Background: an optimization exercise with open tools, aiming at small area, a short achievable clock period and few clock cycles per item. Do not read the settings as production practice. Function was checked by simulation only, so behaviour that the tests miss may differ from the original.

Design accelerator, start of the top module:
module accelerator (
    input  logic clk, rst,
    input  logic signed [31:0] a0,
    input  logic signed [31:0] a1,
    input  logic signed [31:0] a2,
    input  logic signed [31:0] a3,
    input  logic signed [31:0] a4,
    input  logic signed [31:0] a5,
    input  logic signed [31:0] a6,
    input  logic signed [31:0] a7,
    input  logic signed [31:0] b0,
    input  logic signed [31:0] b1,
    input  logic signed [31:0] b2,
    input  logic signed [31:0] b3,
    input  logic signed [31:0] b4,
    input  logic signed [31:0] b5,
    input  logic signed [31:0] b6,
    input  logic signed [31:0] b7,
    input  logic start,
    output logic done,
    output logic signed [63:0] result
);
    logic [3:0] c;
    logic       run, first, done_reg, fin;
    logic       ld;
    assign ld = run ? ~c[3] : start & ~done_reg & ~fin;
    always_ff @(posedge clk, posedge rst) begin
        if (rst) begin
            c        <= 4'd0;
            run      <= 1'b0;
            first    <= 1'b0;
            done_reg <= 1'b0;
            fin      <= 1'b0;
        end else begin
            first <= ~run & ~done_reg & ~fin & start;
            fin   <= 1'b0;
            if (run) begin
                if (c[3]) begin
                    run <= 1'b0;
                    c   <= 4'd0;
                    if (1'b1) fin <= 1'b1; else done_reg <= 1'b1;
                end else begin
                    c <= c + 4'd1;
                end
            end else if (fin) begin
                done_reg <= 1'b1;
            end else if (done_reg) begin
                if (!start) done_reg <= 1'b0;
            end else if (start) begin
                run <= 1'b1;
                c   <= 4'd1;
            end
        end
    end
    assign done = done_reg;
    logic [7:0] sel, selb;
    always_ff @(posedge clk, posedge rst) begin
        if (rst) sel <= 8'd1;
        else if (run) sel <= c[3] ? 8'd1 : {sel[6:0], sel[7]};
        else if (!done_reg && !fin && start) sel <= 8'd2;
    end
    assign selb = sel & {8{ld}};
    logic [31:0] amux, bmux;
    assign amux = ({32{sel[0]}} & a0) | ({32{sel[1]}} & a1) | ({32{sel[2]}} & a2) | ({32{sel[3]}} & a3)
                | ({32{sel[4]}} & a4) | ({32{sel[5]}} & a5) | ({32{sel[6]}} & a6) | ({32{sel[7]}} & a7);
  ...
Size in the first run: ~3200 cells after synthesis, about 580 I/O pins, ~33000 µm² of cells after synthesis.
export LEC_CHECK = 0
export CAP_MARGIN = 20
export CORE_MARGIN = 2
export CORE_UTILIZATION = 40
export SLEW_MARGIN = 20
create_clock -name core_clock -period 12.0 [get_ports {clk}]
standard.sh (not shown) runs the stock make flow with config.mk's settings and CLKGATE_MAP_FILE= SYNTH_SCRIPT=/design/flow/synth_recipe.tcl, a recipe that flattens the netlist after the stock synthesis.
==> flow/flow/run.sh <==
#!/bin/bash
set -euo pipefail
MARGIN=${MARGIN:-7.7}
R=orfs/results/sky130hd/accelerator/base
bash standard.sh synth > synth.log 2>&1
cp $R/1_2_yosys.v polfix_in.v
python3 flow/polfix.py polfix_in.v $R/1_2_yosys.v > polfix.log 2>&1
bash standard.sh synth > synth2.log 2>&1
bash standard.sh "BUFFER_PORTS_ARGS=-buffer_cell sky130_fd_sc_hd__buf_1" \
    MATCH_CELL_FOOTPRINT=0 SETUP_SLACK_MARGIN=$MARGIN finish > layout.log 2>&1
Other scripts of this flow, unchanged in this note and not shown: flow/flow/polfix.py
Testbench counts at the start, summed over its fixed seeds: cycles 10,552, items 960.
Then changed:
--- a/flow/flow/run.sh
+++ b/flow/flow/run.sh
@@ -8,3 +8,3 @@
 bash standard.sh synth > synth2.log 2>&1
 bash standard.sh "BUFFER_PORTS_ARGS=-buffer_cell sky130_fd_sc_hd__buf_1" \
-    MATCH_CELL_FOOTPRINT=0 SETUP_SLACK_MARGIN=$MARGIN finish > layout.log 2>&1
+    SETUP_SLACK_MARGIN=$MARGIN finish > layout.log 2>&1
The changed run finished clean; cell area came out lower by 1.3%; via count came out lower by 1.1%; first-iteration DRC count came out lower by 6.4%; routed wire length came out lower by 0.67%; worst setup slack is better by 0.038 ns; utilization came out lower by 0.65 points; clock skew came out lower by 0.012 ns; register-to-register slack is better by 0.04 ns; fmax came out higher by 0.90%.
Then changed:
--- a/flow/flow/run.sh
+++ b/flow/flow/run.sh
@@ -1,5 +1,5 @@
 #!/bin/bash
 set -euo pipefail
-MARGIN=${MARGIN:-7.7}
+MARGIN=${MARGIN:-7.5}
 R=orfs/results/sky130hd/accelerator/base
 bash standard.sh synth > synth.log 2>&1
=> Hold slack got worse by 0.024 ns; maximum frequency fell by a few percent; via count falls slightly; die area stays the same; final cell count drops slightly; core utilization went down by 1.7 points; worst setup slack got worse by 0.20 ns; clock-buffer cell count stays the same; wire length is lower by a few percent.
Then changed:
==> flow/flow/run.sh (replaced) <==
#!/bin/bash
set -euo pipefail
MARGIN=${MARGIN:-7.7}
R=orfs/results/sky130hd/accelerator/base
bash standard.sh synth > synth.log 2>&1
cp $R/1_2_yosys.v polfix_in.v
python3 flow/polfix.py polfix_in.v $R/1_2_yosys.v > polfix.log 2>&1
bash standard.sh synth > synth2.log 2>&1
bash standard.sh "BUFFER_PORTS_ARGS=-buffer_cell sky130_fd_sc_hd__buf_1" \
    "CTS_BUF_LIST=sky130_fd_sc_hd__clkbuf_8" \
    SETUP_SLACK_MARGIN=$MARGIN finish > layout.log 2>&1
Outcome:
- The new run finished clean
- die area stays the same
- clock skew hardly moves
- via count is higher by 2.5%
- worst setup slack improves by 0.23 ns
- first-iteration DRC count is higher by 6.8%
- clock-buffer cell count is higher by 18
- final area is higher by about 4%
- global-route usage is higher by 1.2 points
- register-to-register slack improves by 0.23 ns
- wire length is higher by 7.4%

* * *

accelerator, a different RTL version from the one above (not shown whole).
For scale: about 3,200 cells after synthesis, roughly 580 I/O pins, about 33,000 um2 of cells after synthesis.
clock: 12.0 ns
lec_check: 0
cap_margin: 20
core_margin: 2
core_utilization: 40
slew_margin: 20
==> flow/flow/run.sh <==
#!/bin/bash
set -euo pipefail
MARGIN=${MARGIN:-7.7}
R=orfs/results/sky130hd/accelerator/base
bash standard.sh synth > synth.log 2>&1
cp $R/1_2_yosys.v polfix_in.v
python3 flow/polfix.py polfix_in.v $R/1_2_yosys.v > polfix.log 2>&1
bash standard.sh synth > synth2.log 2>&1
bash standard.sh "BUFFER_PORTS_ARGS=-buffer_cell sky130_fd_sc_hd__buf_1" \
    TNS_END_PERCENT=20 SETUP_SLACK_MARGIN=$MARGIN finish > layout.log 2>&1
Other scripts of this flow, unchanged in this note and not shown: flow/flow/polfix.py
Testbench counts at the start, summed over its fixed seeds: cycles 10,552, items 960.
==> next run, changes <==
==> flow/flow/run.sh (replaced) <==
#!/bin/bash
set -euo pipefail
MARGIN=${MARGIN:-7.5}
R=orfs/results/sky130hd/accelerator/base
bash standard.sh synth > synth.log 2>&1
cp $R/1_2_yosys.v polfix_in.v
python3 flow/polfix.py polfix_in.v $R/1_2_yosys.v > polfix.log 2>&1
bash standard.sh synth > synth2.log 2>&1
bash standard.sh "BUFFER_PORTS_ARGS=-buffer_cell sky130_fd_sc_hd__buf_1" \
    "CTS_BUF_LIST=sky130_fd_sc_hd__clkbuf_4 sky130_fd_sc_hd__clkbuf_8" \
    SETUP_SLACK_MARGIN=$MARGIN finish > layout.log 2>&1
After rerunning: The new run ran to the end with no violations; wire length drops by 8.2%; clock skew grows by 0.011 ns; global-route usage decreases by 0.15 points; setup slack loses 0.15 ns; maximum frequency is lower by about 3.4%; final cell count falls by about 1%; worst hold slack stays flat; final area fell by 5.0%; sequential cell count does not change.
==> next run, changes <==
--- a/flow/flow/run.sh
+++ b/flow/flow/run.sh
@@ -8,4 +8,3 @@
 bash standard.sh synth > synth2.log 2>&1
 bash standard.sh "BUFFER_PORTS_ARGS=-buffer_cell sky130_fd_sc_hd__buf_1" \
-    "CTS_BUF_LIST=sky130_fd_sc_hd__clkbuf_4 sky130_fd_sc_hd__clkbuf_8" \
     SETUP_SLACK_MARGIN=$MARGIN finish > layout.log 2>&1
--- a/flow/config.mk
+++ b/flow/config.mk
@@ -6,4 +6,5 @@
 export NUM_CORES = 4
 export LEC_CHECK = 0
+export ABC_AREA = 1
 export CAP_MARGIN = 20
 export CORE_MARGIN = 2
Effect:
- clock-buffer cell count came out lower by 32
- final area rose by 2.3%
- sequential share of layout area fell by 0.86 points
- core utilization increases by 1.6 points
- register-to-register slack improves by 0.02 ns
- via count increases by 6.6%
- wire length went up by 10%

* * *

accelerator again, from the RTL that the note above started with.
## accelerator
module accelerator (
    input  logic clk, rst,
    input  logic signed [31:0] a0,
    input  logic signed [31:0] a1,
    input  logic signed [31:0] a2,
    input  logic signed [31:0] a3,
    input  logic signed [31:0] a4,
    input  logic signed [31:0] a5,
    input  logic signed [31:0] a6,
    input  logic signed [31:0] a7,
    input  logic signed [31:0] b0,
    input  logic signed [31:0] b1,
    input  logic signed [31:0] b2,
    input  logic signed [31:0] b3,
    input  logic signed [31:0] b4,
    input  logic signed [31:0] b5,
    input  logic signed [31:0] b6,
    input  logic signed [31:0] b7,
    input  logic start,
    output logic done,
    output logic signed [63:0] result
);
==> flow/config.mk <==
export PLATFORM = sky130hd
export DESIGN_NAME = accelerator
export DESIGN_NICKNAME = accelerator
export VERILOG_FILES = /design/flow/design.v
export SDC_FILE = /design/flow/constraint.sdc
export NUM_CORES = 4
export LEC_CHECK = 0
export CAP_MARGIN = 20
export CORE_MARGIN = 2
export CORE_UTILIZATION = 40
export SLEW_MARGIN = 20
==> flow/constraint.sdc <==
create_clock -name core_clock -period 12.0 [get_ports {clk}]
set_input_delay 2.4000 -clock core_clock [delete_from_list [all_inputs] [get_ports {clk}]]
set_output_delay 2.4000 -clock core_clock [all_outputs]
set_load 0.01 [all_outputs]
==> flow/flow/run.sh <==
#!/bin/bash
set -euo pipefail
MARGIN=${MARGIN:-7.7}
R=orfs/results/sky130hd/accelerator/base
bash standard.sh synth > synth.log 2>&1
cp $R/1_2_yosys.v polfix_in.v
python3 flow/polfix.py polfix_in.v $R/1_2_yosys.v > polfix.log 2>&1
bash standard.sh synth > synth2.log 2>&1
bash standard.sh "BUFFER_PORTS_ARGS=-buffer_cell sky130_fd_sc_hd__buf_1" \
    SETUP_SLACK_MARGIN=$MARGIN finish > layout.log 2>&1
Other scripts of this flow, unchanged in this note and not shown: flow/flow/polfix.py
Testbench counts at the start, summed over its fixed seeds: cycles 10,552, items 960.
Edit:
--- a/flow/flow/run.sh
+++ b/flow/flow/run.sh
@@ -1,5 +1,5 @@
 #!/bin/bash
 set -euo pipefail
-MARGIN=${MARGIN:-7.7}
+MARGIN=${MARGIN:-7.0}
 R=orfs/results/sky130hd/accelerator/base
 bash standard.sh synth > synth.log 2>&1
Result: Global-route usage drops by 0.82 points; sequential share of layout area went up by 0.60 points; routed wire length drops by 8.1%; synthesized area is unchanged; register-to-register slack loses 0.50 ns; setup slack is worse by 0.50 ns; via count fell by 4.2%; synthesized cell count stays the same; core utilization is lower by 2.8 points.

afterwards: timing with drivers on the ports:
The flow's constraints put no driver on any port. The routed layouts listed below were extracted and timed again, unchanged, in two steps.
Step 1 assumes that a clkbuf_16 drives the clock port and a buf_2 every other input.
Step 2 adds t to the input delays and takes it off the output delays; t is the mean of the earliest and latest rising clock arrival at the registers after step 1. Input paths then give back, and output paths get back, about the clock's delay inside the block.
Slacks: ideal ports / drivers / drivers and shift; pairs: ideal ports / drivers.
run | t (ns) | setup WS [ns] | latest minus earliest clock arrival (ns) | worst slew at a driven data input, ns | cell pins on the clock port's net
the first run of note 1 | 0.652 | 7.698 / 7.698 / 7.167 | 0.032 / 0.032 | 0.22 | 1
the second run of note 1 | 0.645 | 7.736 / 7.736 / 7.263 | 0.020 / 0.020 | 0.14 | 1
the third run of note 1 | 0.645 | 7.533 / 7.533 / 6.981 | 0.049 / 0.049 | 0.16 | 1
the fourth run of note 1 | 0.727 | 7.764 / 7.764 / 7.105 | 0.052 / 0.052 | 0.15 | 1
the first run of note 2 | 0.649 | 7.667 / 7.663 / 7.015 | 0.047 / 0.047 | 0.12 | 1
the second run of note 2 | 0.734 | 7.517 / 7.517 / 6.945 | 0.060 / 0.060 | 0.20 | 1
the third run of note 2 | 0.629 | 7.536 / 7.502 / 6.872 | 0.026 / 0.027 | 0.20 | 1
the first run of note 3 | 0.645 | 7.655 / 7.655 / 7.222 | 0.029 / 0.029 | 0.23 | 1
the second run of note 3 | 0.645 | 7.159 / 7.159 / 6.859 | 0.037 / 0.037 | 0.20 | 1
After both steps every run listed still meets setup and hold. The setup slack of the third run of note 2, which loses most, moves by -0.034 ns with the drivers and by -0.664 ns with both steps.
